From an optimization exercise on the open Yosys and OpenROAD flow, aimed at small area, a short achievable clock period and few clock cycles per item; shortcuts taken in it are not production practice. RTL that was checked went through simulation tests only; none was proved equivalent to the original. The RTL of run 1 was laid out without a check of its function. Power figures rest on the tool's default switching activity, not on a simulated workload.

## flow/design.v

```verilog
module ProcessingElement(
  input         clock,
  input         io_valid,     
  input  [7:0]  io_rewardIn_bits_reward,
  input  [10:0] io_rewardIn_bits_idx,
  output [10:0] io_agentIdx,
  input  [7:0]  io_price,
  output [7:0]  io_ben,
  output [7:0]  io_nben,
  output [7:0]  io_reward,
  output [7:0]  io_id
);
  reg [7:0] s1_reward;
  reg [7:0] s1_idx;
  reg       s1_valid;
  always @(posedge clock) begin
    s1_reward <= io_rewardIn_bits_reward;
    s1_idx    <= io_rewardIn_bits_idx[7:0];
    s1_valid  <= io_valid;
  end
  assign io_agentIdx = {3'd0, io_rewardIn_bits_idx[7:0]};
  Benefit8 sub (.r(s1_reward), .v(s1_valid), .p(io_price), .b(io_ben), .nb(io_nben));
  assign io_reward = s1_reward;
  assign io_id     = s1_idx;
endmodule
module Benefit8(
  input  [7:0] r,
  input        v,
  input  [7:0] p,
  output [7:0] b,
  output [7:0] nb
);
  wire [7:0] nr, g0, t0, h;
  wire [7:0] ng1, nt1, g2, t2, ng3;
  genvar k;
  generate
    for (k = 0; k < 8; k = k + 1) begin : bt
      GInv  inr (.a(r[k]), .y(nr[k]));
      GNor2  ug (.a(nr[k]), .b(p[k]), .y(g0[k]));
      GNand2 ut (.a(nr[k]), .b(p[k]), .y(t0[k]));
      GXnor2 uh (.a(r[k]), .b(p[k]), .y(h[k]));
    end
    GInv l1z (.a(t0[0]), .y(ng1[0]));
    assign nt1[0] = 1'b1;   
    for (k = 1; k < 8; k = k + 1) begin : l1
      if (k == 1) begin : c
        GAoi21 ug (.a1(t0[1]), .a2(t0[0]), .b1(g0[1]), .y(ng1[1]));
      end else begin : n
        GAoi21 ug (.a1(t0[k]), .a2(g0[k-1]), .b1(g0[k]), .y(ng1[k]));
      end
      GNand2 ut (.a(t0[k]), .b(t0[k-1]), .y(nt1[k]));
    end
    for (k = 0; k < 8; k = k + 1) begin : l2
      if (k < 2) begin : c
        GInv ug (.a(ng1[k]), .y(g2[k]));
        assign t2[k] = 1'b0;   
      end else begin : n
        GOai21 ug (.a1(nt1[k]), .a2(ng1[k-2]), .b1(ng1[k]), .y(g2[k]));
        if (k >= 4) begin : t
          GNor2 ut (.a(nt1[k]), .b(nt1[k-2]), .y(t2[k]));
        end else begin : nt
          assign t2[k] = 1'b0;   
        end
      end
    end
    for (k = 0; k < 8; k = k + 1) begin : l3
      if (k < 4) begin : c
        GInv ug (.a(g2[k]), .y(ng3[k]));
      end else begin : n
        GAoi21 ug (.a1(t2[k]), .a2(g2[k-4]), .b1(g2[k]), .y(ng3[k]));
      end
    end
  endgenerate
  wire nv, pos, npos;
  GInv  iv (.a(v), .y(nv));
  GNor2 up (.a(ng3[7]), .b(nv), .y(pos));
  GInv  un (.a(pos), .y(npos));
  wire [7:0] d, nd;
  GInv  d0 (.a(h[0]), .y(d[0]));
  assign nd[0] = h[0];
  generate
    for (k = 1; k < 8; k = k + 1) begin : s
      GXnor2 ux (.a(h[k]), .b(ng3[k-1]), .y(d[k]));
      GXor2  uy (.a(h[k]), .b(ng3[k-1]), .y(nd[k]));
    end
    for (k = 0; k < 8; k = k + 1) begin : m
      GNor2  ub (.a(nd[k]), .b(npos), .y(b[k]));
      GNand2 un (.a(d[k]), .b(pos), .y(nb[k]));
    end
  endgenerate
endmodule
module Ge8G(
  input  [7:0] a,
  input  [7:0] nb,
  output       y
);
  wire [7:0] ng, nt;
  wire [3:0] g1, t1;
  wire nglo, nghi, nthi;
  genvar k;
  generate
    for (k = 0; k < 8; k = k + 1) begin : bt
      if (k > 0) begin : g
        GNand2 ug (.a(a[k]), .b(nb[k]), .y(ng[k]));    
      end else begin : g0
        assign ng[k] = 1'b1;   
      end
      GNor2  ut (.a(a[k]), .b(nb[k]), .y(nt[k]));       
    end
    for (k = 0; k < 4; k = k + 1) begin : l1
      if (k == 0) begin : c
        GOai21 ug (.a1(nt[1]), .a2(nt[0]), .b1(ng[1]), .y(g1[0]));
        assign t1[0] = 1'b0;   
      end else begin : n
        GOai21 ug (.a1(nt[2*k+1]), .a2(ng[2*k]), .b1(ng[2*k+1]), .y(g1[k]));
        GNor2  ut (.a(nt[2*k+1]), .b(nt[2*k]), .y(t1[k]));
      end
    end
  endgenerate
  GAoi21 l2a (.a1(t1[1]), .a2(g1[0]), .b1(g1[1]), .y(nglo));
  GAoi21 l2b (.a1(t1[3]), .a2(g1[2]), .b1(g1[3]), .y(nghi));
  GNand2 l2c (.a(t1[3]), .b(t1[2]), .y(nthi));
  GOai21 l3  (.a1(nthi), .a2(nglo), .b1(nghi), .y(y));
endmodule
module GInv(input a, output y); assign y = ~a; endmodule
module GAnd2(input a, input b, output y); assign y = a & b; endmodule
module GNand2(input a, input b, output y); assign y = ~(a & b); endmodule
module GNor2(input a, input b, output y); assign y = ~(a | b); endmodule
module GNand3(input a, input b, input c, output y); assign y = ~(a & b & c); endmodule
module GNor3(input a, input b, input c, output y); assign y = ~(a | b | c); endmodule
module GNor4(input a, input b, input c, input d, output y); assign y = ~(a | b | c | d); endmodule
module GXor2(input a, input b, output y); assign y = a ^ b; endmodule
module GXnor2(input a, input b, output y); assign y = ~(a ^ b); endmodule
module GAoi21(input a1, input a2, input b1, output y); assign y = ~((a1 & a2) | b1); endmodule
module GOai21(input a1, input a2, input b1, output y); assign y = ~((a1 | a2) & b1); endmodule
module GAoi22(input a1, input a2, input b1, input b2, output y); assign y = ~((a1 & a2) | (b1 & b2)); endmodule
module GOai22(input a1, input a2, input b1, input b2, output y); assign y = ~((a1 | a2) & (b1 | b2)); endmodule
module Win9(input [8:0] nb, output y0, output y1, output y2);
  wire a, b, c;
  GNand3 ua (.a(nb[0]), .b(nb[1]), .c(nb[2]), .y(a));
  GNand3 ub (.a(nb[3]), .b(nb[4]), .c(nb[5]), .y(b));
  GNand3 uc (.a(nb[6]), .b(nb[7]), .c(nb[8]), .y(c));
  GNor3  o0 (.a(a), .b(b), .c(c), .y(y0));
  GNor3  o1 (.a(a), .b(b), .c(c), .y(y1));
  GNor3  o2 (.a(a), .b(b), .c(c), .y(y2));
endmodule
module One9(input [8:0] nb, output y);
  wire [3:0] nn2, o2, no2;
  wire [1:0] one4, none4;
  wire none8n, one8n, nb8n;
  genvar k;
  generate
    for (k = 0; k < 4; k = k + 1) begin : l1
      GNand2 un (.a(nb[2*k]), .b(nb[2*k+1]), .y(nn2[k]));    
      GXnor2 uo (.a(nb[2*k]), .b(nb[2*k+1]), .y(no2[k]));    
    end
    for (k = 0; k < 2; k = k + 1) begin : l2
      GOai22 uo (.a1(no2[2*k]), .a2(nn2[2*k+1]), .b1(nn2[2*k]), .b2(no2[2*k+1]), .y(one4[k]));
      GNor2  un (.a(nn2[2*k]), .b(nn2[2*k+1]), .y(none4[k]));
    end
  endgenerate
  GAoi22 l3o (.a1(one4[0]), .a2(none4[1]), .b1(none4[0]), .b2(one4[1]), .y(one8n));
  GNand2 l3n (.a(none4[0]), .b(none4[1]), .y(none8n));
  GInv   i8  (.a(nb[8]), .y(nb8n));
  GOai22 l4  (.a1(one8n), .a2(nb8n), .b1(none8n), .b2(nb[8]), .y(y));
endmodule
module One8p(input [7:0] v, output y);
  wire [3:0] n2, o2;
  wire [1:0] one4n, none4n;
  genvar k;
  generate
    for (k = 0; k < 4; k = k + 1) begin : l1
      GNor2 un (.a(v[2*k]), .b(v[2*k+1]), .y(n2[k]));
      GXor2 uo (.a(v[2*k]), .b(v[2*k+1]), .y(o2[k]));
    end
    for (k = 0; k < 2; k = k + 1) begin : l2
      GAoi22 uo (.a1(o2[2*k]), .a2(n2[2*k+1]), .b1(n2[2*k]), .b2(o2[2*k+1]), .y(one4n[k]));
      GNand2 un (.a(n2[2*k]), .b(n2[2*k+1]), .y(none4n[k]));
    end
  endgenerate
  GOai22 l3 (.a1(one4n[0]), .a2(none4n[1]), .b1(none4n[0]), .b2(one4n[1]), .y(y));
endmodule
module None8p(input [7:0] v, output y0, output y1, output y2);
  wire a, b;
  GNor4 ua (.a(v[0]), .b(v[1]), .c(v[2]), .d(v[3]), .y(a));
  GNor4 ub (.a(v[4]), .b(v[5]), .c(v[6]), .d(v[7]), .y(b));
  GAnd2 o0 (.a(a), .b(b), .y(y0));
  GAnd2 o1 (.a(a), .b(b), .y(y1));
  GAnd2 o2 (.a(a), .b(b), .y(y2));
endmodule
module Sel10(
  input  [79:0] v,
  input  [9:0]  s,
  output reg [7:0] y
);
  integer i;
  always @* begin
    y = 8'd0;
    for (i = 0; i < 10; i = i + 1)
      y = y | ({8{s[i]}} & v[8*i +: 8]);
  end
endmodule
module BidCalc(
  input  [7:0] best,
  input  [7:0] second,
  input  [7:0] reward,
  output [7:0] bid
);
  wire [7:0] y0 = reward - second;
  wire [7:0] y1 = (reward + 8'd1) - second;
  wire [7:0] y = (best == second) ? y1 : y0;
  assign bid = (best == 8'd0) ? 8'd0 : y;
endmodule
module SearchTask(
  input         clock,
  input         reset,
  input         io_inValid,
  input         io_inLast,
  output        io_inReady,
  output        io_fire,
  input  [63:0] io_ben,
  input  [63:0] io_nben,
  input  [63:0] io_reward,
  input  [63:0] io_id,
  input         io_resultOut_ready,
  output        io_resultOut_valid,
  output [10:0] io_resultOut_bits_winner,
  output [7:0]  io_resultOut_bits_bid
);
  reg       s_valid;    
  reg       s_last;     
  reg       act;        
  reg       done;       
  reg [7:0] accBest;
  reg [7:0] accSecond;
  reg [7:0] accId;
  reg [7:0] accReward;
  wire busy = (done & ~io_resultOut_ready) | (s_valid & s_last);
  assign io_inReady = ~busy;
  assign io_fire = io_inValid & ~busy;
  wire part = act | ~s_valid;
  wire [8:0] nb [0:7];
  wire [7:0] bA, bS;    
  genvar i, j;
  generate
    for (i = 0; i < 8; i = i + 1) begin : row
      for (j = i + 1; j < 8; j = j + 1) begin : col
        wire y, ny;    
        Ge8G c (.a(io_ben[8*i +: 8]), .nb(io_nben[8*j +: 8]), .y(y));
        GInv inv (.a(y), .y(ny));
        assign nb[j][i]   = ny;
        assign nb[i][j-1] = y;
      end
      wire ya, ys;
      Ge8G ca (.a(accBest),   .nb(io_nben[8*i +: 8]), .y(ya));
      Ge8G cs (.a(accSecond), .nb(io_nben[8*i +: 8]), .y(ys));
      GNand2 na (.a(ya), .b(part), .y(nb[i][8]));
      GNand2 ns (.a(ys), .b(part), .y(nb[i][7]));
      assign bA[i] = nb[i][8];
      assign bS[i] = nb[i][7];
    end
  endgenerate
  wire [7:0] wB, wI, wR, sL;
  wire       wAB, wAI, wAR, sA, sS, sS1, sS2;
  generate
    for (i = 0; i < 8; i = i + 1) begin : rk
      Win9 w (.nb(nb[i]), .y0(wB[i]), .y1(wI[i]), .y2(wR[i]));
      One9 s (.nb(nb[i]), .y(sL[i]));
    end
  endgenerate
  None8p wa (.v(bA), .y0(wAB), .y1(wAI), .y2(wAR));
  One8p  sa (.v(bA), .y(sA));
  None8p ss (.v(bS), .y0(sS), .y1(sS1), .y2(sS2));
  wire [7:0] nBest, nSecond, nId, nReward;
  Sel10 mb (.v({io_ben, 8'd0, accBest}),        .s({wB, 1'b0, wAB}), .y(nBest));
  Sel10 ms (.v({io_ben, accSecond, accBest}),   .s({sL, sS, sA}),    .y(nSecond));
  Sel10 mi (.v({io_id, 8'd0, accId}),           .s({wI, 1'b0, wAI}), .y(nId));
  Sel10 mr (.v({io_reward, 8'd0, accReward}),   .s({wR, 1'b0, wAR}), .y(nReward));
  always @(posedge clock) begin
    if (reset) begin
      s_valid <= 1'b0;
      act     <= 1'b0;
      done    <= 1'b0;
    end else begin
      s_valid <= io_fire;
      if (s_valid) begin
        act  <= ~s_last;
        done <= s_last;
      end else if (io_resultOut_ready) begin
        done <= 1'b0;
      end
    end
    s_last    <= io_inLast;
    accBest   <= nBest;
    accSecond <= nSecond;
    accId     <= nId;
    accReward <= nReward;
  end
  assign io_resultOut_valid       = done;
  assign io_resultOut_bits_winner = {3'd0, accId};
  BidCalc bc (.best(accBest), .second(accSecond), .reward(accReward), .bid(io_resultOut_bits_bid));
endmodule
module AuctionSearch(
  input         clock,
  input         reset,
  output        io_rewardIn_0_ready,
  input         io_rewardIn_0_valid,
  input  [7:0]  io_rewardIn_0_reward,
  input  [10:0] io_rewardIn_0_idx,
  input         io_rewardIn_0_last,
  output [10:0] io_agentIdx_0,
  input  [7:0]  io_price_0,
  output        io_rewardIn_1_ready,
  input         io_rewardIn_1_valid,
  input  [7:0]  io_rewardIn_1_reward,
  input  [10:0] io_rewardIn_1_idx,
  output [10:0] io_agentIdx_1,
  input  [7:0]  io_price_1,
  output        io_rewardIn_2_ready,
  input         io_rewardIn_2_valid,
  input  [7:0]  io_rewardIn_2_reward,
  input  [10:0] io_rewardIn_2_idx,
  output [10:0] io_agentIdx_2,
  input  [7:0]  io_price_2,
  output        io_rewardIn_3_ready,
  input         io_rewardIn_3_valid,
  input  [7:0]  io_rewardIn_3_reward,
  input  [10:0] io_rewardIn_3_idx,
  output [10:0] io_agentIdx_3,
  input  [7:0]  io_price_3,
  output        io_rewardIn_4_ready,
  input         io_rewardIn_4_valid,
  input  [7:0]  io_rewardIn_4_reward,
  input  [10:0] io_rewardIn_4_idx,
  output [10:0] io_agentIdx_4,
  input  [7:0]  io_price_4,
  output        io_rewardIn_5_ready,
  input         io_rewardIn_5_valid,
  input  [7:0]  io_rewardIn_5_reward,
  input  [10:0] io_rewardIn_5_idx,
  output [10:0] io_agentIdx_5,
  input  [7:0]  io_price_5,
  output        io_rewardIn_6_ready,
  input         io_rewardIn_6_valid,
  input  [7:0]  io_rewardIn_6_reward,
  input  [10:0] io_rewardIn_6_idx,
  output [10:0] io_agentIdx_6,
  input  [7:0]  io_price_6,
  output        io_rewardIn_7_ready,
  input         io_rewardIn_7_valid,
  input  [7:0]  io_rewardIn_7_reward,
  input  [10:0] io_rewardIn_7_idx,
  output [10:0] io_agentIdx_7,
  input  [7:0]  io_price_7,
  input         io_resultOut_ready,
  output        io_resultOut_valid,
  output [10:0] io_resultOut_winner,
  output [7:0]  io_resultOut_bid
);
  wire        ready;
  wire        fire;
  wire [63:0] ben, nben, reward, id;
  assign io_rewardIn_0_ready = ready;
  assign io_rewardIn_1_ready = ready;
  assign io_rewardIn_2_ready = ready;
  assign io_rewardIn_3_ready = ready;
  assign io_rewardIn_4_ready = ready;
  assign io_rewardIn_5_ready = ready;
  assign io_rewardIn_6_ready = ready;
  assign io_rewardIn_7_ready = ready;
  ProcessingElement pes_0 (
    .clock(clock),
    .io_valid(io_rewardIn_0_valid & fire),
    .io_rewardIn_bits_reward(io_rewardIn_0_reward),
    .io_rewardIn_bits_idx(io_rewardIn_0_idx),
    .io_agentIdx(io_agentIdx_0),
    .io_price(io_price_0),
    .io_ben(ben[7:0]),
    .io_nben(nben[7:0]),
    .io_reward(reward[7:0]),
    .io_id(id[7:0])
  );
  ProcessingElement pes_1 (
    .clock(clock),
    .io_valid(io_rewardIn_1_valid & fire),
    .io_rewardIn_bits_reward(io_rewardIn_1_reward),
    .io_rewardIn_bits_idx(io_rewardIn_1_idx),
    .io_agentIdx(io_agentIdx_1),
    .io_price(io_price_1),
    .io_ben(ben[15:8]),
    .io_nben(nben[15:8]),
    .io_reward(reward[15:8]),
    .io_id(id[15:8])
  );
  ProcessingElement pes_2 (
    .clock(clock),
    .io_valid(io_rewardIn_2_valid & fire),
    .io_rewardIn_bits_reward(io_rewardIn_2_reward),
    .io_rewardIn_bits_idx(io_rewardIn_2_idx),
    .io_agentIdx(io_agentIdx_2),
    .io_price(io_price_2),
    .io_ben(ben[23:16]),
    .io_nben(nben[23:16]),
    .io_reward(reward[23:16]),
    .io_id(id[23:16])
  );
  ProcessingElement pes_3 (
    .clock(clock),
    .io_valid(io_rewardIn_3_valid & fire),
    .io_rewardIn_bits_reward(io_rewardIn_3_reward),
    .io_rewardIn_bits_idx(io_rewardIn_3_idx),
    .io_agentIdx(io_agentIdx_3),
    .io_price(io_price_3),
    .io_ben(ben[31:24]),
    .io_nben(nben[31:24]),
    .io_reward(reward[31:24]),
    .io_id(id[31:24])
  );
  ProcessingElement pes_4 (
    .clock(clock),
    .io_valid(io_rewardIn_4_valid & fire),
    .io_rewardIn_bits_reward(io_rewardIn_4_reward),
    .io_rewardIn_bits_idx(io_rewardIn_4_idx),
    .io_agentIdx(io_agentIdx_4),
    .io_price(io_price_4),
    .io_ben(ben[39:32]),
    .io_nben(nben[39:32]),
    .io_reward(reward[39:32]),
    .io_id(id[39:32])
  );
  ProcessingElement pes_5 (
    .clock(clock),
    .io_valid(io_rewardIn_5_valid & fire),
    .io_rewardIn_bits_reward(io_rewardIn_5_reward),
    .io_rewardIn_bits_idx(io_rewardIn_5_idx),
    .io_agentIdx(io_agentIdx_5),
    .io_price(io_price_5),
    .io_ben(ben[47:40]),
    .io_nben(nben[47:40]),
    .io_reward(reward[47:40]),
    .io_id(id[47:40])
  );
  ProcessingElement pes_6 (
    .clock(clock),
    .io_valid(io_rewardIn_6_valid & fire),
    .io_rewardIn_bits_reward(io_rewardIn_6_reward),
    .io_rewardIn_bits_idx(io_rewardIn_6_idx),
    .io_agentIdx(io_agentIdx_6),
    .io_price(io_price_6),
    .io_ben(ben[55:48]),
    .io_nben(nben[55:48]),
    .io_reward(reward[55:48]),
    .io_id(id[55:48])
  );
  ProcessingElement pes_7 (
    .clock(clock),
    .io_valid(io_rewardIn_7_valid & fire),
    .io_rewardIn_bits_reward(io_rewardIn_7_reward),
    .io_rewardIn_bits_idx(io_rewardIn_7_idx),
    .io_agentIdx(io_agentIdx_7),
    .io_price(io_price_7),
    .io_ben(ben[63:56]),
    .io_nben(nben[63:56]),
    .io_reward(reward[63:56]),
    .io_id(id[63:56])
  );
  SearchTask search (
    .clock(clock),
    .reset(reset),
    .io_inValid(io_rewardIn_0_valid),
    .io_inLast(io_rewardIn_0_last),
    .io_inReady(ready),
    .io_fire(fire),
    .io_ben(ben),
    .io_nben(nben),
    .io_reward(reward),
    .io_id(id),
    .io_resultOut_ready(io_resultOut_ready),
    .io_resultOut_valid(io_resultOut_valid),
    .io_resultOut_bits_winner(io_resultOut_winner),
    .io_resultOut_bits_bid(io_resultOut_bid)
  );
endmodule
```

## flow/run.sh

```bash
#!/bin/bash
# synth_recipe.tcl (not shown) runs the flow's synth.tcl, then flattens the netlist and writes it again
# the make line also repeats each setting of config.mk as NAME=value (left out here)
make -C /OpenROAD-flow-scripts/flow DESIGN_CONFIG=/design/flow/config.mk WORK_HOME=/design/flow/orfs CLKGATE_MAP_FILE= SYNTH_SCRIPT=/design/flow/synth_recipe.tcl finish
```

## flow/config.mk

```make
export PLATFORM = sky130hd
export DESIGN_NAME = AuctionSearch
export DESIGN_NICKNAME = AuctionSearch
export VERILOG_FILES = /design/flow/design.v
export SDC_FILE = /design/flow/constraint.sdc
export NUM_CORES = 4
export LEC_CHECK = 0
export CAP_MARGIN = 20
export CORE_MARGIN = 2
export CORE_UTILIZATION = 40
export PLACE_DENSITY = 0.6
export SLEW_MARGIN = 20
export SYNTH_HIERARCHICAL = 1
```

## flow/constraint.sdc

```tcl
create_clock -name core_clock -period 4.0 [get_ports {clock}]
set_input_delay 0.8000 -clock core_clock [delete_from_list [all_inputs] [get_ports {clock}]]
set_output_delay 0.8000 -clock core_clock [all_outputs]
set_load 0.01 [all_outputs]
```

==> impl_metrics.tcl, run 1 <==
set metrics [dict create \
    run_status "finished with violations" \
    failed_layout_checks "negative setup slack" \
    slew_violations 0 \
    grt_max_degree 20 \
    seq_area_mm2 0.00346 \
    min_period_ns 4.03 \
    power_leakage_nw 13.6 \
    timing.slew.headroom_pct 18.5 \
    drt_drc_violations_left 0 \
    drt_wl_total_um 85200 \
    holdPathStages 2 \
    antenna_found_initial 1 \
    die_area_mm2 0.0467 \
    first_pass_grt_wire_length_um 123000 \
    wl_per_cell_um 19.4 \
    start_util_pct 40.6 \
    slowest_delay_ns 0.42 \
    setup_repair_after_global_routing_missed_its_margin "yes" \
    synthesis.area_per_instance_um2 6.40 \
    worst_setup_slack_post_dpl_ns -0.899 \
    clock_tree.buffer_depth 2 \
    critical_path.endpoint_type "output pin" \
    num-nets-final 4023 \
    cap_violations 0 \
    max_slew.worst_pin.slew_ns 1.22 \
    r2r_slack_ns 0.14 \
    fin_skew_ns 0.0128 \
    mappedNetlistArea_mm2 0.0180 \
    worst_setup_path_start_kind "flop" \
    final_core_util_pct 66.7 \
    hpwlAfterDp_um 67600 \
    report.final.hold_viol_count 0 \
    final.fill_count 3880 \
    globalplace.congestion 1.03 \
    io_pins 344 \
    finalSetupViolations 1 \
    tritoncts_clock_tree "done" \
    num_vias 23300 \
    finalSetupTns_ns -0.0331 \
    clkSlewWorstSetupHoldPaths_ns 0.08 \
    grt_remaining_overflow 0 \
    firstDrtPassIters 6 \
    ant_nets 0 \
    achievable-frequency_mhz 248 \
    hold_path_class "reg -> reg" \
    syn2layout_area_growth_pct 64.1 \
    worst_case_hold_path_end_point "search.accId[0]" \
    iter_0_drt_violations 2196 \
    die_w_um 216 \
    post_drt_via_cell_ratio 5.33 \
    worst_ir_drop_vdd_mv 0.266 \
    crit_path_frequent_cell "sky130_fd_sc_hd__ha_4" \
    via_count_of_the_first_global_routing_pass 22200 \
    syn_inst 2816 \
    multi_input_comb_area_mm2 0.0145 \
    critical_path.cell_chain "ha_4 > inv_4 > ha_4 > inv_2 > fa_2 > nor4bb_4 > a311oi_4 > o31ai_4 > xor2_1 > a211oi_2 > nor3_2 > buf_4" \
    holdCritStartpoint "pes_0.s1_idx[0]" \
    worstSetupPathType "reg -> out" \
    clock_sink_count 172 \
    cp.arrival_ns 3.23 \
    final.setup.worst_slack_ns -0.0331 \
    r2r_cells 24 \
    place.port_buffers 292 \
    drive_above_1_share_pct 36.6 \
    reg2reg_to "search.accSecond[0]" \
    crit_path_top_delay_cell "sky130_fd_sc_hd__fa_2" \
    placed_cell_area_mm2 0.0265 \
    worstSkewPairLatency_ns 0.46 \
    rr_startpoint "pes_2.s1_reward[1]" \
    finish.instance_area_mm2 0.0296 \
    core-area_mm2 0.0443 \
    cts_root_buf "sky130_fd_sc_hd__clkbuf_16" \
    htree_levels 4 \
    critPathRequiredTime_ns 3.20 \
    fp-row-count 77 \
    synth_warnings 9 \
    holdBufCountCts 0 \
    power.total_mw 9.74 \
    power_density_over_the_cells_mw_per_mm2 329 \
    groute.usage.overall_pct 34.2 \
    die_h_um 216 \
    layout_worst_path_cycle_share_pct 101 \
    path_max_fanout 3 \
    cts-buffers-inserted 17 \
]
-- final cells by class --
class,instances,share of cell area [%]
antenna,1,0.00847
clock buffer,17,1.44
clock inverter,15,0.504
inverter,200,2.64
multi-input combinational,2351,49.0
sequential,172,11.7
tap,592,2.51
timing repair buffer,1033,32.2
-- report_power, final --
group,internal (mW),switching (mW)
Combinational,2.83,3.30
Clock,0.829,0.813
Sequential,1.84,0.125
Total,5.50,4.24
-- critical path: cells and delay by family (launching register included) --
family                     cells  cell delay, ns
AOI/OAI and AO/OA              3            0.50
xor gates and xnor gates       1            0.23
adders and majority gates      3            0.81
buffers and inverters          3            0.26
DFF                            1            0.39
and+or+nand+nor                2            0.58
-- what timing repair did --
item	4_1_cts	5_1_grt
setup buffers	27	54
endpoints found under the hold margin	0	0
pin swaps	26	153
gates resized for setup	123	358
gates cloned	0	5
setup endpoints to repair	37	36
-- cells in the final DEF (no fill, tap or decap), types with 65 or more instances in the layout --
master / n
sky130_fd_sc_hd__nand2_2: 83
sky130_fd_sc_hd__o21ai_1: 219
sky130_fd_sc_hd__a22oi_1: 79
sky130_fd_sc_hd__nand2_1: 504
sky130_fd_sc_hd__dfxtp_1: 164
sky130_fd_sc_hd__buf_12: 65
sky130_fd_sc_hd__xnor2_1: 158
sky130_fd_sc_hd__nor2_1: 540
sky130_fd_sc_hd__inv_1: 182
sky130_fd_sc_hd__nor2_2: 106
sky130_fd_sc_hd__buf_4: 647
sky130_fd_sc_hd__clkdlybuf4s50_1: 227
sky130_fd_sc_hd__a21oi_2: 174
-- worst max path at each step --
| stage | start | to | slack (ns) | cells past startpoint |
|---|---|---|---|---|
| floorplan | io_price_5[1] | search.accSecond[6] | 0.06 | 20 |
| global placement | io_price_0[1] | search.accSecond[4] | -0.89 | 21 |
| detailed placement | io_price_0[1] | search.accSecond[4] | -0.90 | 21 |
| CTS | search.accReward[1] | io_resultOut_bid[7] | -0.09 | 13 |
| global route | search.accSecond[1] | io_resultOut_bid[7] | -0.1 | 12 |
| finish | search.accSecond[1] | io_resultOut_bid[7] | -0.03 | 12 |
-- flip-flops by register name, indices dropped and copies added, names as in the netlist, 8 cells and up --
| register | cells |
|---|---|
| pes_3.s1_idx | 8 |
| pes_2.s1_reward | 8 |
| search.accSecond | 8 |
| pes_1.s1_idx | 8 |
| pes_4.s1_idx | 8 |
| pes_6.s1_reward | 8 |
| search.accBest | 8 |
| pes_4.s1_reward | 8 |
| pes_2.s1_idx | 8 |
| search.accReward | 8 |
| pes_0.s1_idx | 8 |
| pes_0.s1_reward | 8 |
| pes_7.s1_reward | 8 |
| pes_1.s1_reward | 8 |
| pes_5.s1_idx | 8 |
| pes_7.s1_idx | 8 |
| pes_3.s1_reward | 8 |
| pes_5.s1_reward | 8 |
| search.accId | 8 |
| pes_6.s1_idx | 8 |
-- stage by stage --
step,hold slack [ns],instances
2_1_floorplan,0.424,2861
3_3_place_gp,0.430,4262
3_5_place_dp,0.446,4262
4_1_cts,0.464,4321
5_1_grt,0.485,4380
6_report,0.459,4381
-- routing by layer --
metal | share of wire (%) | vias up | track usage, %
met5 | 0.020 | - | 0
met2 | 47 | 1043 | 57.7
met4 | 5.1 | 2 | 16.5
met1 | 41 | 11000 | 43.0
li1 | - | 11100 | -
met3 | 7.1 | 214 | 4.69
==> run 2, diff against run 1 <==
--- a/flow/design.v
+++ b/flow/design.v
@@ -129,6 +129,8 @@
 module GNand3(input a, input b, input c, output y); assign y = ~(a & b & c); endmodule
 module GNor3(input a, input b, input c, output y); assign y = ~(a | b | c); endmodule
 module GNor4(input a, input b, input c, input d, output y); assign y = ~(a | b | c | d); endmodule
+module GNand4(input a, input b, input c, input d, output y); assign y = ~(a & b & c & d); endmodule
+module GMux2(input a, input b, input s, output y); assign y = s ? b : a; endmodule
 module GXor2(input a, input b, output y); assign y = a ^ b; endmodule
 module GXnor2(input a, input b, output y); assign y = ~(a ^ b); endmodule
 module GAoi21(input a1, input a2, input b1, output y); assign y = ~((a1 & a2) | b1); endmodule
@@ -206,10 +208,30 @@
   input  [7:0] reward,
   output [7:0] bid
 );
-  wire [7:0] y0 = reward - second;
-  wire [7:0] y1 = (reward + 8'd1) - second;
-  wire [7:0] y = (best == second) ? y1 : y0;
-  assign bid = (best == 8'd0) ? 8'd0 : y;
+  wire [7:0] x;
+  wire e0, e1, e;
+  genvar k;
+  generate
+    for (k = 0; k < 8; k = k + 1) begin : q
+      GXnor2 u (.a(best[k]), .b(second[k]), .y(x[k]));
+    end
+  endgenerate
+  GNand4 q0 (.a(x[0]), .b(x[1]), .c(x[2]), .d(x[3]), .y(e0));
+  GNand4 q1 (.a(x[4]), .b(x[5]), .c(x[6]), .d(x[7]), .y(e1));
+  GNor2  q2 (.a(e0), .b(e1), .y(e));
+  wire z0, z1, nz;
+  GNor4  n0 (.a(best[0]), .b(best[1]), .c(best[2]), .d(best[3]), .y(z0));
+  GNor4  n1 (.a(best[4]), .b(best[5]), .c(best[6]), .d(best[7]), .y(z1));
+  GNand2 n2 (.a(z0), .b(z1), .y(nz));
+  wire [7:0] dec = second - 8'd1;
+  wire [7:0] sub;
+  generate
+    for (k = 0; k < 8; k = k + 1) begin : m
+      GMux2 u (.a(second[k]), .b(dec[k]), .s(e), .y(sub[k]));
+    end
+  endgenerate
+  wire [7:0] nbid;
+  Benefit8 d (.r(reward), .v(nz), .p(sub), .b(bid), .nb(nbid));
 endmodule
 module SearchTask(
   input         clock,
--- a/flow/config.mk
+++ b/flow/config.mk
@@ -8,6 +8,7 @@
 export CAP_MARGIN = 20
 export CORE_MARGIN = 2
 export CORE_UTILIZATION = 40
+export GPL_TIMING_DRIVEN = 0
 export PLACE_DENSITY = 0.6
 export SLEW_MARGIN = 20
 export SYNTH_HIERARCHICAL = 1
==> impl_metrics.tcl, run 2 <==
set metrics [dict create \
    slew_violations 0 \
    power.share.clock_pct 18.6 \
    io_pins 344 \
    clkSlewWorstSetupHoldPaths_ns 0.07 \
    die_w_um 216 \
    r2r_cells 23 \
    placed_cell_area_mm2 0.0220 \
    report.final.hold_viol_count 0 \
    place.port_buffers 292 \
    synthesis.area_per_instance_um2 6.34 \
    syn2layout_area_growth_pct 49.9 \
    p_sw_share_pct 46.4 \
    ant_nets 0 \
    achievable-frequency_mhz 248 \
    worstSetupPathType "in -> reg" \
    cp.arrival_ns 4.35 \
    synth_warnings 9 \
    first_pass_grt_wire_length_um 121000 \
    m1WireLength_um 34700 \
    mappedNetlistArea_mm2 0.0179 \
    core-area_mm2 0.0442 \
    run_status "finished with violations" \
    failed_layout_checks "negative setup slack" \
    p_int_mw 5.12 \
    max_slew.worst_pin.slew_ns 1.23 \
    holdWs_ns 0.450 \
    hold_path_class "reg -> reg" \
    finalSetupViolations 1 \
    final.setup.worst_slack_ns -0.0386 \
    wl_per_cell_um 21.6 \
    route.met2.wl_um 37200 \
    die_area_mm2 0.0466 \
    holdBufCountCts 0 \
    wl_met3_um 9070 \
    clock_tree.buffer_depth 2 \
    worst_setup_path_start_kind "input pin" \
    post_drt_via_cell_ratio 5.67 \
    fp-row-count 77 \
    power_density_over_the_cells_mw_per_mm2 355 \
    start_util_pct 40.6 \
    num_vias 22900 \
    hpwlAfterDp_um 59600 \
    critPathRequiredTime_ns 4.31 \
    worst_ir_drop_vdd_mv 0.328 \
    finish.instance_area_mm2 0.0269 \
    fin_skew_ns 0.0223 \
    via_count_of_the_first_global_routing_pass 20700 \
    min_period_ns 4.04 \
    leading_cell_types_in_the_layout_fill_and_taps_excluded "546 x sky130_fd_sc_hd__nor2_1, 502 x sky130_fd_sc_hd__nand2_1, 269 x sky130_fd_sc_hd__buf_4" \
    power_frac_seq_pct 20.8 \
    worstSkewPairLatency_ns 0.47 \
    syn_inst 2830 \
    drt_drc_violations_left 0 \
    cap_violations 0 \
    iter_0_drt_violations 2710 \
    final_core_util_pct 60.9 \
    timing.slew.headroom_pct 18.1 \
    firstDrtPassIters 9 \
    cts_root_buf "sky130_fd_sc_hd__clkbuf_16" \
    path_max_fanout 10 \
    drive_above_1_share_pct 30.9 \
    cts-buffers-inserted 17 \
    globalplace.congestion 0.942 \
    num-nets-final 3650 \
    power.total_mw 9.54 \
    grt_remaining_overflow 0 \
    setup_repair_after_global_routing_missed_its_margin "yes" \
    holdPathStages 2 \
    power_leakage_nw 11.6 \
    antenna_found_initial 3 \
    layout_worst_path_cycle_share_pct 101 \
    grt_max_degree 19 \
    route.top_layer_used "met5" \
    clock_sink_count 172 \
    die_h_um 216 \
    final_common_cell "sky130_fd_sc_hd__nor2_1" \
    htree_levels 4 \
    drt_wl_total_um 87000 \
    groute.usage.overall_pct 34.3 \
    power.combinational.fraction_pct 60.6 \
    critical_path.endpoint_type "flop" \
    total_switching_power_mw 4.42 \
    tritoncts_clock_tree "done" \
]
[run 2: metrics by stage]
stage	instances	setup TNS [ns]	worst slack, ns
after detailed placement	3759	-54.75	-1.67
after floorplan	2875	0	0.0645
final	4027	-0.0386	-0.0386
after global routing	4026	-0.176	-0.0514
after global placement	3759	-54.41	-1.67
after CTS	3964	0	0.00183
[run 2: layer usage]
metal	up-vias	GRT usage, %
met5	-	0
met4	6	20.8
met3	372	6.10
met2	1479	53.3
met1	10600	44.1
li1	10400	-
[run 2: what timing repair did]
action,CTS,global route
setup endpoints to repair,40,37
pin swaps,118,110
cloned,3,7
gates resized for setup,384,242
setup buffers,173,55
[run 2: final timing paths]
kind / startpoint / to / slack, ns
worst max-delay path: io_price_3[5] / search.accReward[6] / -0.04
worst min-delay path: pes_0.s1_idx[4] / search.accId[4] / 0.45
worst max register to register: pes_3.s1_reward[5] / search.accSecond[7] / 0.05
worst min register to register: pes_0.s1_idx[4] / search.accId[4] / 0.45
[run 2: layout make-up]
cell class	instances	area, um2
multi-input combinational	2372	15000
timing repair inverter	1	6.26
buffer	135	1010
inverter	201	787
clock inverter	15	200
sequential	172	3510
timing repair buffer	521	5200
clock buffer	17	425
tap	592	741
fill	4002	17300
antenna	1	2.50
[run 2: critical path, stage by stage]
cell and delay [ns]:
sky130_fd_sc_hd__dlygate4sd2_1 0.31, sky130_fd_sc_hd__nand2_2 0.11, sky130_fd_sc_hd__a21oi_2 0.17, sky130_fd_sc_hd__o21ai_1 0.10, sky130_fd_sc_hd__a21oi_2 0.16, sky130_fd_sc_hd__nor2_4 0.07
sky130_fd_sc_hd__buf_4 0.14, sky130_fd_sc_hd__buf_4 0.13, sky130_fd_sc_hd__nand2_2 0.17, sky130_fd_sc_hd__nor2_1 0.10, sky130_fd_sc_hd__o21ai_1 0.18, sky130_fd_sc_hd__a21oi_2 0.05
sky130_fd_sc_hd__o21ai_1 0.33, sky130_fd_sc_hd__nand2_1 0.29, sky130_fd_sc_hd__nand3_1 0.34, sky130_fd_sc_hd__nor3_2 0.12, sky130_fd_sc_hd__buf_6 0.17, sky130_fd_sc_hd__a22oi_1 0.43
sky130_fd_sc_hd__nand4_1 0.17
[run 2: power groups by stage]
stage	logic, mW	registers (mW)	clock network, mW
2_1_floorplan	2.98	2.04	0
3_3_place_gp	4.17	2.19	0
3_5_place_dp	4.26	2.21	0
4_1_cts	5.16	1.97	1.80
5_1_grt	6.07	1.99	1.86
6_report	5.79	1.98	1.77
Testbench counts of run 2, summed over its fixed seeds: cycles 31,933, rounds 5,813.
==> run 3, diff against run 2 <==
--- a/flow/config.mk
+++ b/flow/config.mk
@@ -8,7 +8,6 @@
 export CAP_MARGIN = 20
 export CORE_MARGIN = 2
 export CORE_UTILIZATION = 40
-export GPL_TIMING_DRIVEN = 0
 export PLACE_DENSITY = 0.6
 export SLEW_MARGIN = 20
 export SYNTH_HIERARCHICAL = 1
==> impl_metrics.tcl, run 3 <==
set metrics [dict create \
    die_w_um 216 \
    layout_worst_path_cycle_share_pct 97.5 \
    r2r_cells 24 \
    hpwlAfterDp_um 68500 \
    synthesis.area_per_instance_um2 6.34 \
    start_util_pct 40.6 \
    ant_nets 0 \
    final_common_cell "sky130_fd_sc_hd__buf_4" \
    place.port_buffers 292 \
    placed_cell_area_mm2 0.0261 \
    cp.arrival_ns 4.31 \
    syn2layout_area_growth_pct 63.2 \
    critical_path.endpoint_type "flop" \
    holdPathStages 2 \
    hold_path_class "reg -> reg" \
    holdCritStartpoint "pes_0.s1_idx[5]" \
    clock_sink_count 172 \
    grt_remaining_overflow 0 \
    finalSetupTns_ns 0 \
    post_drt_via_cell_ratio 5.36 \
    core-area_mm2 0.0442 \
    slew_violations 0 \
    wl_per_cell_um 20.1 \
    finish.instance_area_mm2 0.0293 \
    worstSkewPairLatency_ns 0.47 \
    die_area_mm2 0.0466 \
    htree_levels 4 \
    fp-row-count 77 \
    report.final.hold_viol_count 0 \
    drt_wl_total_um 86800 \
    via_count_of_the_first_global_routing_pass 22000 \
    iter_0_drt_violations 1965 \
    worst_ir_drop_vdd_mv 0.328 \
    achievable-frequency_mhz 256 \
    power.total_mw 9.83 \
    num_antenna_cells 0 \
    clkSlewWorstSetupHoldPaths_ns 0.07 \
    firstDrtPassIters 7 \
    rr_startpoint "pes_6.s1_reward[5]" \
    fin_skew_ns 0.0182 \
    die_h_um 216 \
    drt_drc_violations_left 0 \
    drive_above_1_share_pct 37.0 \
    groute.usage.overall_pct 35.4 \
    finalSetupViolations 0 \
    first_pass_grt_wire_length_um 126000 \
    min_period_ns 3.90 \
    setup_repair_after_global_routing_missed_its_margin "yes" \
    timing.slew.headroom_pct 33.8 \
    power_density_over_the_cells_mw_per_mm2 336 \
    cts-buffers-inserted 17 \
    grt_max_degree 23 \
    final_core_util_pct 66.3 \
    worstSetupPathType "in -> reg" \
    path_max_fanout 8 \
    mappedNetlistArea_mm2 0.0179 \
    run_status "complete, no violations" \
    tritoncts_clock_tree "done" \
    syn_inst 2830 \
    cts_root_buf "sky130_fd_sc_hd__clkbuf_16" \
    globalplace.congestion 1.04 \
    max_slew.worst_pin.slew_ns 0.993 \
    power_leakage_nw 13.3 \
    num-nets-final 3949 \
    cap_violations 0 \
    worst_setup_path_start_kind "input pin" \
    cp-startpoint "io_price_4[1]" \
    critPathRequiredTime_ns 4.41 \
    num_vias 23200 \
    clock_tree.buffer_depth 2 \
    synth_warnings 9 \
    antenna_found_initial 3 \
    io_pins 344 \
    leading_cell_types_in_the_layout_fill_and_taps_excluded "558 x sky130_fd_sc_hd__buf_4, 534 x sky130_fd_sc_hd__nor2_1, 510 x sky130_fd_sc_hd__nand2_1" \
]
[run 3: changes by cell type in the layout (fill, tap and decap cells not counted), sizes merged, moves of 4 or more]
cell           previous run  this run
buf                     346       669
clkbuf                   42        32
clkdlybuf4s15             2         6
dlygate4sd2              35        12
dlymetal6s2s             28        40
nand2                   607       602
[run 3: cell type report]
type,count,area [um2]
fillers,3865,14900
multi-input cells,2365,14700
repair buffers,962,9040
flip-flops and latches,172,3450
inverters,201,786
well taps,592,741
clock buffers,18,429
clock inverters,14,153
repair inverters,1,8.76
[run 3: what timing repair did]
action | CTS | global route
endpoints found under the setup margin | 40 | 40
pin swaps | 71 | 174
hold buffers | 0 | 0
gates resized for setup | 198 | 388
setup buffers | 29 | 50
cloned | 1 | 5
[run 3: path summary, 6_finish.rpt]
kind,to,slack (ns)
setup / recovery,search.accReward[0],0.1
hold / removal,search.accId[5],0.46
setup reg to reg,search.accSecond[2],0.1
hold reg to reg,search.accId[5],0.46
[run 3: stage by stage]
step	worst slack (ns)	hold WS (ns)	cells
after floorplan	0.0645	0.424	2875
final	0.0999	0.459	4325
after global routing	-0.0641	0.475	4325
after detailed placement	-0.897	0.446	4210
after global placement	-0.801	0.430	4210
after CTS	-0.0404	0.462	4272
[run 3: critical path: stages]
cell	delay, ns
sky130_fd_sc_hd__dlymetal6s2s_1	0.16
sky130_fd_sc_hd__nor2_2	0.16
sky130_fd_sc_hd__a21oi_2	0.06
sky130_fd_sc_hd__o21ai_2	0.15
sky130_fd_sc_hd__a21oi_2	0.06
sky130_fd_sc_hd__nor2_1	0.08
sky130_fd_sc_hd__buf_4	0.15
sky130_fd_sc_hd__clkinvlp_4	0.18
sky130_fd_sc_hd__nor2_1	0.13
sky130_fd_sc_hd__buf_4	0.16
sky130_fd_sc_hd__buf_4	0.12
sky130_fd_sc_hd__nor2_1	0.05
sky130_fd_sc_hd__nor2_1	0.17
sky130_fd_sc_hd__nand2_1	0.08
sky130_fd_sc_hd__o21ai_1	0.13
sky130_fd_sc_hd__buf_4	0.19
sky130_fd_sc_hd__buf_4	0.13
sky130_fd_sc_hd__nand3_1	0.16
sky130_fd_sc_hd__buf_4	0.22
sky130_fd_sc_hd__nor3_4	0.36
sky130_fd_sc_hd__buf_4	0.20
sky130_fd_sc_hd__buf_4	0.12
sky130_fd_sc_hd__a22oi_1	0.14
sky130_fd_sc_hd__nand4_1	0.12
[run 3: report_power, final]
group          leakage, nW  switching [mW]  total, mW  internal [mW]
Sequential            1.45           0.103       1.94           1.84
Clock                0.280           0.766       1.65          0.881
Combinational         11.6            3.46       6.24           2.78
[run 3: metal layers]
metal  wire length, um  GRT usage, %  up-vias  share of wire (%)
li1                  -             -    11000                  -
met1             35900          45.5    10900                 41
met2             39800          58.6     1087                 46
met3              7010          4.82      200                8.1
met4              4100          16.3        6                4.7
met5                44             0        -              0.051
==> run 4, diff against run 3 <==
--- a/flow/config.mk
+++ b/flow/config.mk
@@ -7,7 +7,7 @@
 export LEC_CHECK = 0
 export CAP_MARGIN = 20
 export CORE_MARGIN = 2
-export CORE_UTILIZATION = 40
-export PLACE_DENSITY = 0.6
+export CORE_UTILIZATION = 60
+export PLACE_DENSITY = 0.75
 export SLEW_MARGIN = 20
 export SYNTH_HIERARCHICAL = 1
==> impl_metrics.tcl, run 4 <==
set metrics [dict create \
    run_status "did not finish" \
    stop_stage "5_1_grt" \
    run.stop_error "[ERROR GRT-0116] Global routing finished with congestion. Check the congestion regions in the DRC Viewer." \
    syn_inst 2830 \
    clock_tree.buffer_depth 2 \
    via_count_of_the_first_global_routing_pass 30000 \
    placed_cell_area_mm2 0.0252 \
    grt_max_degree 23 \
    holdBufCountCts 0 \
    grt_remaining_overflow 74 \
    cts-buffers-inserted 17 \
    mappedNetlistArea_mm2 0.0179 \
    die_h_um 177 \
    die_w_um 177 \
    start_util_pct 60.7 \
    clock_sink_count 172 \
    cts_root_buf "sky130_fd_sc_hd__clkbuf_16" \
    place.port_buffers 292 \
    fp-row-count 63 \
    io_pins 344 \
    globalplace.congestion 1.08 \
    synthesis.area_per_instance_um2 6.34 \
    first_pass_grt_wire_length_um 184000 \
    synth_warnings 9 \
    groute.usage.overall_pct 77.7 \
    htree_levels 4 \
    hpwlAfterDp_um 66500 \
]
-- run 4: how the worst min path moves through the flow --
stage	startpoint	to	slack, ns	depth (start not counted)
2_1_floorplan	pes_0.s1_idx[0]	search.accId[0]	0.42	2
3_3_place_gp	pes_0.s1_idx[0]	search.accId[0]	0.43	2
3_5_place_dp	pes_7.s1_idx[3]	search.accId[3]	0.46	2
4_1_cts	pes_7.s1_idx[3]	search.accId[3]	0.48	2
-- run 4: power groups by stage --
stage / registers [mW] / logic (mW) / clock network [mW]
floorplan: 2.04 / 2.98 / 0
global placement: 1.98 / 5.07 / 0
detailed placement: 1.99 / 5.35 / 0
CTS: 1.95 / 5.65 / 1.78
-- run 4: layer usage --
| layer | overflow | global-route usage [%] |
|---|---|---|
| met2 | 29 | 94.4 |
| met1 | 0 | 75.1 |
| met3 | 1 | 65.7 |
| met5 | 0 | 35.4 |
| met4 | 44 | 77.0 |
-- run 4: what timing repair did --
item,4_1_cts
pin swaps,47
buffers inserted,25
hold endpoints to repair,0
cloned,1
setup endpoints to repair,40
resized for setup,193
-- run 4: stage by stage --
step | cells | setup WS, ns
CTS | 4013 | 0.000670
detailed placement | 3955 | -0.873
global placement | 3955 | -0.700
floorplan | 2875 | 0.0645
==> run 5, diff against run 4 <==
==> flow/flow/run.sh (new file) <==
#!/bin/bash
# The standard layout (standard.sh), with plain buf_2 buffers on the ports
# instead of the flow's default choice (a delay cell). Every port still gets
# its own buffer. The full output of the flow goes to standard.log; ORFS's own
# per-step logs are under orfs/logs/.
set -euo pipefail
export BUFFER_PORTS_ARGS="-buffer_cell sky130_fd_sc_hd__buf_2"
bash standard.sh > standard.log 2>&1
==> flow/standard.sh (new file) <==
#!/bin/bash
# synth_recipe.tcl (not shown) runs the flow's synth.tcl, then flattens the netlist and writes it again
# the make line also repeats each setting of config.mk as NAME=value (left out here)
make -C /OpenROAD-flow-scripts/flow DESIGN_CONFIG=/design/flow/config.mk WORK_HOME=/design/flow/orfs CLKGATE_MAP_FILE= SYNTH_SCRIPT=/design/flow/synth_recipe.tcl "${@:-finish}"
--- a/flow/config.mk
+++ b/flow/config.mk
@@ -7,7 +7,7 @@
 export LEC_CHECK = 0
 export CAP_MARGIN = 20
 export CORE_MARGIN = 2
-export CORE_UTILIZATION = 60
-export PLACE_DENSITY = 0.75
+export CORE_UTILIZATION = 40
+export PLACE_DENSITY = 0.6
 export SLEW_MARGIN = 20
 export SYNTH_HIERARCHICAL = 1
removed: flow/run.sh
==> impl_metrics.tcl, run 5 <==
set metrics [dict create \
    cts_root_buf "sky130_fd_sc_hd__clkbuf_16" \
    final.fill_count 4353 \
    die_w_um 216 \
    worstSkewPairLatency_ns 0.45 \
    cp-startpoint "io_price_3[1]" \
    globalplace.congestion 0.939 \
    multi_input_comb_area_mm2 0.0134 \
    final_core_util_pct 57.1 \
    cts-buffers-inserted 17 \
    post_drt_via_cell_ratio 5.28 \
    first_pass_grt_wire_length_um 118000 \
    core-area_mm2 0.0442 \
    holdBufCountCts 0 \
    min_period_ns 3.88 \
    finalSetupViolations 0 \
    final_common_cell "sky130_fd_sc_hd__nor2_1" \
    power.total_mw 9.05 \
    r2r_cells 20 \
    iter_0_drt_violations 2035 \
    holdWs_ns 0.446 \
    route.met2.wl_um 36000 \
    clkSlewWorstSetupHoldPaths_ns 0.07 \
    ant_nets 0 \
    worst_setup_slack_post_dpl_ns -0.595 \
    run_status "complete, no violations" \
    critPathRequiredTime_ns 4.38 \
    drive_above_1_share_pct 34.2 \
    rr_startpoint "pes_3.s1_reward[5]" \
    num_antenna_cells 0 \
    layout_worst_path_cycle_share_pct 97.1 \
    cp.arrival_ns 4.27 \
    slew_violations 0 \
    fp-row-count 77 \
    fin_skew_ns 0.00917 \
    worst_ir_drop_vdd_mv 0.253 \
    synthesis.area_per_instance_um2 6.34 \
    num-nets-final 3821 \
    grt_max_degree 23 \
    clock_sink_count 172 \
    path_max_fanout 9 \
    leading_cell_types_in_the_layout_fill_and_taps_excluded "641 x sky130_fd_sc_hd__nor2_1, 599 x sky130_fd_sc_hd__nand2_1, 483 x sky130_fd_sc_hd__buf_4" \
    m1WireLength_um 34500 \
    htree_levels 4 \
    max_slew.worst_pin.slew_ns 0.976 \
    worstSetupPathType "in -> reg" \
    clock_tree.buffer_depth 2 \
    tritoncts_clock_tree "done" \
    die_area_mm2 0.0466 \
    report.final.hold_viol_count 0 \
    syn2layout_area_growth_pct 40.7 \
    critical_path.endpoint_type "flop" \
    syn_inst 2830 \
    holdCritStartpoint "io_rewardIn_3_reward[4]" \
    grt_remaining_overflow 0 \
    io_pins 344 \
    start_util_pct 40.6 \
    firstDrtPassIters 6 \
    die_h_um 216 \
    timing.slew.headroom_pct 34.7 \
    wl_met3_um 6140 \
    via_count_of_the_first_global_routing_pass 20900 \
    drt_drc_violations_left 0 \
    worst_setup_path_start_kind "input pin" \
    synth_warnings 9 \
    antenna_found_initial 0 \
    cap_violations 0 \
    hold_path_class "in -> reg" \
    mappedNetlistArea_mm2 0.0179 \
    route.top_layer_used "met4" \
    holdPathStages 1 \
    groute.usage.overall_pct 33.0 \
    place.port_buffers 292 \
    final.setup.worst_slack_ns 0.116 \
    seq_area_mm2 0.00345 \
    power_density_over_the_cells_mw_per_mm2 358 \
    num_vias 22200 \
    power_leakage_nw 12.0 \
    hpwlAfterDp_um 64900 \
    drt_wl_total_um 79600 \
    achievable-frequency_mhz 257 \
    wl_per_cell_um 19.0 \
]
run 5: metrics by stage:
| stage | std cells | setup TNS, ns | area [um2] |
|---|---|---|---|
| 5_1_grt | 4197 | -0.134 | 25300 |
| 6_report | 4197 | 0 | 25300 |
| 3_3_place_gp | 4154 | -14.16 | 24200 |
| 3_5_place_dp | 4154 | -14.34 | 24200 |
| 4_1_cts | 4186 | 0 | 24800 |
| 2_1_floorplan | 2875 | 0 | 18300 |
run 5: where the power goes:
group	internal (mW)	switching (mW)
sequential	1.84	0.0994
combinational	2.26	3.10
clock	0.949	0.797
total	5.05	4.00
run 5: worst max-delay path, cell delays in order:
cell                         delay, ns
sky130_fd_sc_hd__buf_2            0.13
sky130_fd_sc_hd__nor2_2           0.15
sky130_fd_sc_hd__a21oi_2          0.06
sky130_fd_sc_hd__o21ai_2          0.18
sky130_fd_sc_hd__a21oi_2          0.08
sky130_fd_sc_hd__nor2_2           0.19
sky130_fd_sc_hd__clkinvlp_4       0.17
sky130_fd_sc_hd__buf_12           0.16
sky130_fd_sc_hd__nor2_2           0.16
sky130_fd_sc_hd__buf_12           0.14
sky130_fd_sc_hd__nor2_1           0.05
sky130_fd_sc_hd__o21ai_1          0.15
sky130_fd_sc_hd__a21oi_2          0.08
sky130_fd_sc_hd__o21ai_2          0.24
sky130_fd_sc_hd__buf_4            0.17
sky130_fd_sc_hd__nand3_1          0.25
sky130_fd_sc_hd__nor3_4           0.63
sky130_fd_sc_hd__a22oi_1          0.16
sky130_fd_sc_hd__buf_4            0.20
sky130_fd_sc_hd__nand4_1          0.11
run 5: routing by layer:
metal | track usage, % | up-vias
met3 | 3.57 | 131
met1 | 44.2 | 10300
li1 | - | 10700
met2 | 54.2 | 985
met5 | 0 | -
met4 | 13.4 | 0
run 5: cell type report:
type	instances	area share [%]
well taps	592	2.93
flip-flops and latches	172	13.7
repair buffers	836	24.9
multi-input cells	2364	53.0
inverters	201	3.02
clock inverters	14	0.694
clock buffers	18	1.70
run 5: timing repair:
item,CTS,global route
endpoints found under the setup margin,24,40
gates resized for setup,4,75
cloned,0,0
setup buffers,0,11
pin swaps,0,9
run 5: final timing paths:
path | slack, ns | endpoint
max reg2reg | 0.17 | search.accReward[6]
max | 0.12 | search.accReward[6]
min | 0.45 | pes_3.s1_reward[4]
min reg2reg | 0.45 | search.accId[1]
==> run 6, diff against run 5 <==
==> flow/flow/run.sh (replaced) <==
#!/bin/bash
# The standard layout (standard.sh), with two changes:
# - plain buf_2 buffers on the ports instead of the flow's default choice (a
#   delay cell); every port still gets its own buffer;
# - after synthesis, every combinational cell is set to the smallest drive of
#   its kind (flow/downsize.tcl); the flow's resizing sizes up what timing needs.
# Each tool's full output goes to a log of its own here; ORFS's per-step logs
# are under orfs/logs/.
set -euo pipefail
export BUFFER_PORTS_ARGS="-buffer_cell sky130_fd_sc_hd__buf_2"
bash standard.sh synth > standard_synth.log 2>&1
export SYNTH_ODB=orfs/results/${FLOW_PLATFORM}/AuctionSearch/base/1_synth.odb
openroad -no_init -exit flow/downsize.tcl > downsize.log 2>&1
touch orfs/results/${FLOW_PLATFORM}/AuctionSearch/base/1_synth.sdc
bash standard.sh > standard.log 2>&1
==> flow/flow/downsize.tcl (new file) <==
# Set every combinational cell of the synthesized netlist to the smallest
# drive of its kind (same function and footprint); placement's and timing
# repair's resizing then sizes up what the timing needs. Registers, tie cells
# and delay cells are left as synthesis made them.
read_db $::env(SYNTH_ODB)
set db [ord::get_db]
set block [ord::get_db_block]
set swapped 0
set saved 0.0
foreach inst [$block getInsts] {
  set m [$inst getMaster]
  set name [$m getName]
  if {![regexp {^(sky130_fd_sc_hd__([a-z0-9]+))_([0-9]+)$} $name -> base kind n]} { continue }
  if {[regexp {^(df|edf|sdf|dl|conb|tap|fill|decap|clkdly|dlygate|dlymetal|probe|lpflow|ebuf|einv)} $kind]} { continue }
  set best $m
  foreach s {0 1 2} {
    set c [$db findMaster ${base}_$s]
    if {$c ne "NULL" && [$c getWidth] < [$best getWidth]} { set best $c }
  }
  if {$best ne $m} {
    set saved [expr {$saved + ([$m getWidth] - [$best getWidth]) * [$m getHeight] / 1e6}]
    $inst swapMaster $best
    incr swapped
  }
}
puts "downsize: swapped $swapped cells, [format %.1f $saved] um2 less"
write_db $::env(SYNTH_ODB)
==> impl_metrics.tcl, run 6 <==
set metrics [dict create \
    drt_drc_violations_left 0 \
    worstSkewPairLatency_ns 0.46 \
    groute.usage.overall_pct 34.8 \
    cp.arrival_ns 3.09 \
    die_w_um 206 \
    via_count_of_the_first_global_routing_pass 20500 \
    syn2layout_area_growth_pct 51.8 \
    grt_max_degree 23 \
    route.top_layer_used "met5" \
    hold_path_class "in -> reg" \
    cts-buffers-inserted 17 \
    slew_violations 0 \
    post_drt_via_cell_ratio 5.34 \
    die_area_mm2 0.0423 \
    fp-row-count 73 \
    num_vias 22400 \
    min_period_ns 3.89 \
    htree_levels 4 \
    clock_tree.buffer_depth 2 \
    firstDrtPassIters 12 \
    route.met2.wl_um 33700 \
    final_core_util_pct 61.9 \
    fin_skew_ns 0.0168 \
    syn_inst 2830 \
    worst_ir_drop_vdd_mv 0.278 \
    leading_cell_types_in_the_layout_fill_and_taps_excluded "638 x sky130_fd_sc_hd__nor2_1, 586 x sky130_fd_sc_hd__nand2_1, 527 x sky130_fd_sc_hd__buf_4" \
    run_status "complete, no violations" \
    timing.slew.headroom_pct 26.3 \
    iter_0_drt_violations 2570 \
    tritoncts_clock_tree "done" \
    place.port_buffers 292 \
    core-area_mm2 0.0399 \
    wl_per_cell_um 18.3 \
    layout_worst_path_cycle_share_pct 97.3 \
    critical_path.endpoint_type "output pin" \
    die_h_um 206 \
    power_leakage_nw 12.0 \
    critPathRequiredTime_ns 3.20 \
    cap_violations 0 \
    power.share.clock_pct 19.3 \
    power.total_mw 8.70 \
    hpwlAfterDp_um 61200 \
    p_sw_share_pct 44.3 \
    worst_setup_path_start_kind "flop" \
    globalplace.congestion 1.05 \
    holdWs_ns 0.430 \
    grt_remaining_overflow 0 \
    io_pins 344 \
    antenna_found_initial 2 \
    mappedNetlistArea_mm2 0.0163 \
    drt_wl_total_um 76500 \
    p_int_mw 4.85 \
    r2r_cells 25 \
    finalSetupViolations 0 \
    num_antenna_cells 0 \
    max_slew.worst_pin.slew_ns 1.10 \
    final.fill_count 3809 \
    first_pass_grt_wire_length_um 112000 \
    clkSlewWorstSetupHoldPaths_ns 0.08 \
    start_util_pct 40.8 \
    drive_above_1_share_pct 29.6 \
    power_density_over_the_cells_mw_per_mm2 352 \
    m1WireLength_um 31800 \
    worstSetupPathType "reg -> out" \
    synth_warnings 9 \
    num-nets-final 3879 \
    report.final.hold_viol_count 0 \
    ant_nets 0 \
    power.combinational.fraction_pct 58.5 \
    final_common_cell "sky130_fd_sc_hd__nor2_1" \
    clock_sink_count 172 \
    setup_repair_after_global_routing_missed_its_margin "yes" \
    cts_root_buf "sky130_fd_sc_hd__clkbuf_16" \
    total_switching_power_mw 3.85 \
    holdPathStages 1 \
    path_max_fanout 8 \
    wl_met3_um 6630 \
    achievable-frequency_mhz 257 \
    finalSetupTns_ns 0 \
    synthesis.area_per_instance_um2 5.75 \
    power_frac_seq_pct 22.2 \
]
==> run 6: path summary, 6_finish.rpt <==
kind / startpoint / end / slack (ns)
hold reg to reg: pes_0.s1_idx[5] / search.accId[5] / 0.46
hold / removal: io_rewardIn_0_reward[0] / pes_0.s1_reward[0] / 0.43
setup reg to reg: pes_3.s1_reward[2] / search.accSecond[3] / 0.15
setup / recovery: search.accSecond[7] / io_resultOut_bid[3] / 0.11
==> run 6: power groups by stage <==
stage | clock, mW | sequential, mW | combinational, mW
5_1_grt | 1.75 | 1.94 | 5.45
2_1_floorplan | 0 | 2.03 | 2.57
6_report | 1.68 | 1.93 | 5.09
4_1_cts | 1.68 | 1.93 | 4.73
3_5_place_dp | 0 | 1.97 | 4.70
3_3_place_gp | 0 | 1.96 | 4.60
==> run 6: repair_timing <==
action,in CTS,in global routing
pin swaps,3,63
setup endpoints to repair,29,40
buffers inserted,0,44
gates resized for setup,10,148
cloned,0,1
hold buffers,0,0
==> run 6: layer usage <==
layer,up-vias,track usage [%]
met3,219,5.19
li1,10800,-
met2,1152,55.7
met4,2,18.6
met1,10200,45.2
met5,-,0
==> run 6: cell type report <==
type | instances | area (um2) | share of cell area, %
clock buffer | 17 | 425 | 1.72
multi-input combinational | 2364 | 12400 | 50.4
inverter | 201 | 766 | 3.10
sequential | 172 | 3450 | 14.0
clock inverter | 15 | 175 | 0.709
tap | 525 | 657 | 2.66
timing repair buffer | 894 | 6780 | 27.5
==> run 6: worst max-delay path: stages, from the launching register on <==
cell,delay (ns)
sky130_fd_sc_hd__dfxtp_1,0.32
sky130_fd_sc_hd__xnor2_1,0.20
sky130_fd_sc_hd__nand4_1,0.26
sky130_fd_sc_hd__nor2_2,0.19
sky130_fd_sc_hd__buf_4,0.19
sky130_fd_sc_hd__mux2_1,0.43
sky130_fd_sc_hd__nand2_1,0.14
sky130_fd_sc_hd__nand2_1,0.08
sky130_fd_sc_hd__o21ai_1,0.17
sky130_fd_sc_hd__a21oi_1,0.09
sky130_fd_sc_hd__nor2_1,0.11
sky130_fd_sc_hd__inv_1,0.13
sky130_fd_sc_hd__nor2_1,0.15
sky130_fd_sc_hd__buf_2,0.17
==> run 6: per-stage QoR <==
step | worst slack, ns | std cells | area, um2
after floorplan | -0.000491 | 2875 | 16600
final | 0.107 | 4188 | 24700
after detailed placement | -0.822 | 4112 | 23100
after global routing | -0.113 | 4188 | 24700
after CTS | 0.00180 | 4144 | 23700
after global placement | -0.745 | 4111 | 23100

static timing again, ports no longer ideal:
How much do the figures lean on ideal ports? The routed layouts below were timed once more, with nothing changed but the port constraints.
Step 1 assumes that a clkbuf_16 drives the clock port and a buf_2 every other input.
Step 2 times the ports against the registers' clock, not the clock port: input delays grow and output delays shrink by t, the midpoint of the rising clock arrivals with the driver on.
Three values: ideal ports, drivers, drivers and shift; two values: the first two.
| run | t (ns) | setup slack, ns | hold slack, ns | latest minus earliest clock arrival (ns) | cell pins on the clock port's net |
|---|---|---|---|---|---|
| run 1 | 0.506 | -0.033 / -0.085 / -0.433 | 0.459 / 0.459 / 0.459 | 0.014 / 0.014 | 1 |
| run 2 | 0.516 | -0.039 / -0.002 / -0.518 | 0.450 / 0.450 / 0.450 | 0.022 / 0.022 | 1 |
| run 3 | 0.516 | 0.100 / 0.055 / -0.395 | 0.459 / 0.459 / 0.459 | 0.018 / 0.019 | 1 |
| run 5 | 0.503 | 0.116 / 0.101 / -0.354 | 0.446 / 0.412 / 0.454 | 0.010 / 0.010 | 1 |
| run 6 | 0.495 | 0.107 / 0.065 / -0.368 | 0.430 / 0.411 / 0.458 | 0.017 / 0.017 | 1 |
Met with ideal ports but missed after step 2: setup timing in run 3, run 5 and run 6. The setup slack of run 3, which loses most, moves by -0.045 ns with the drivers and by -0.495 ns with both steps.
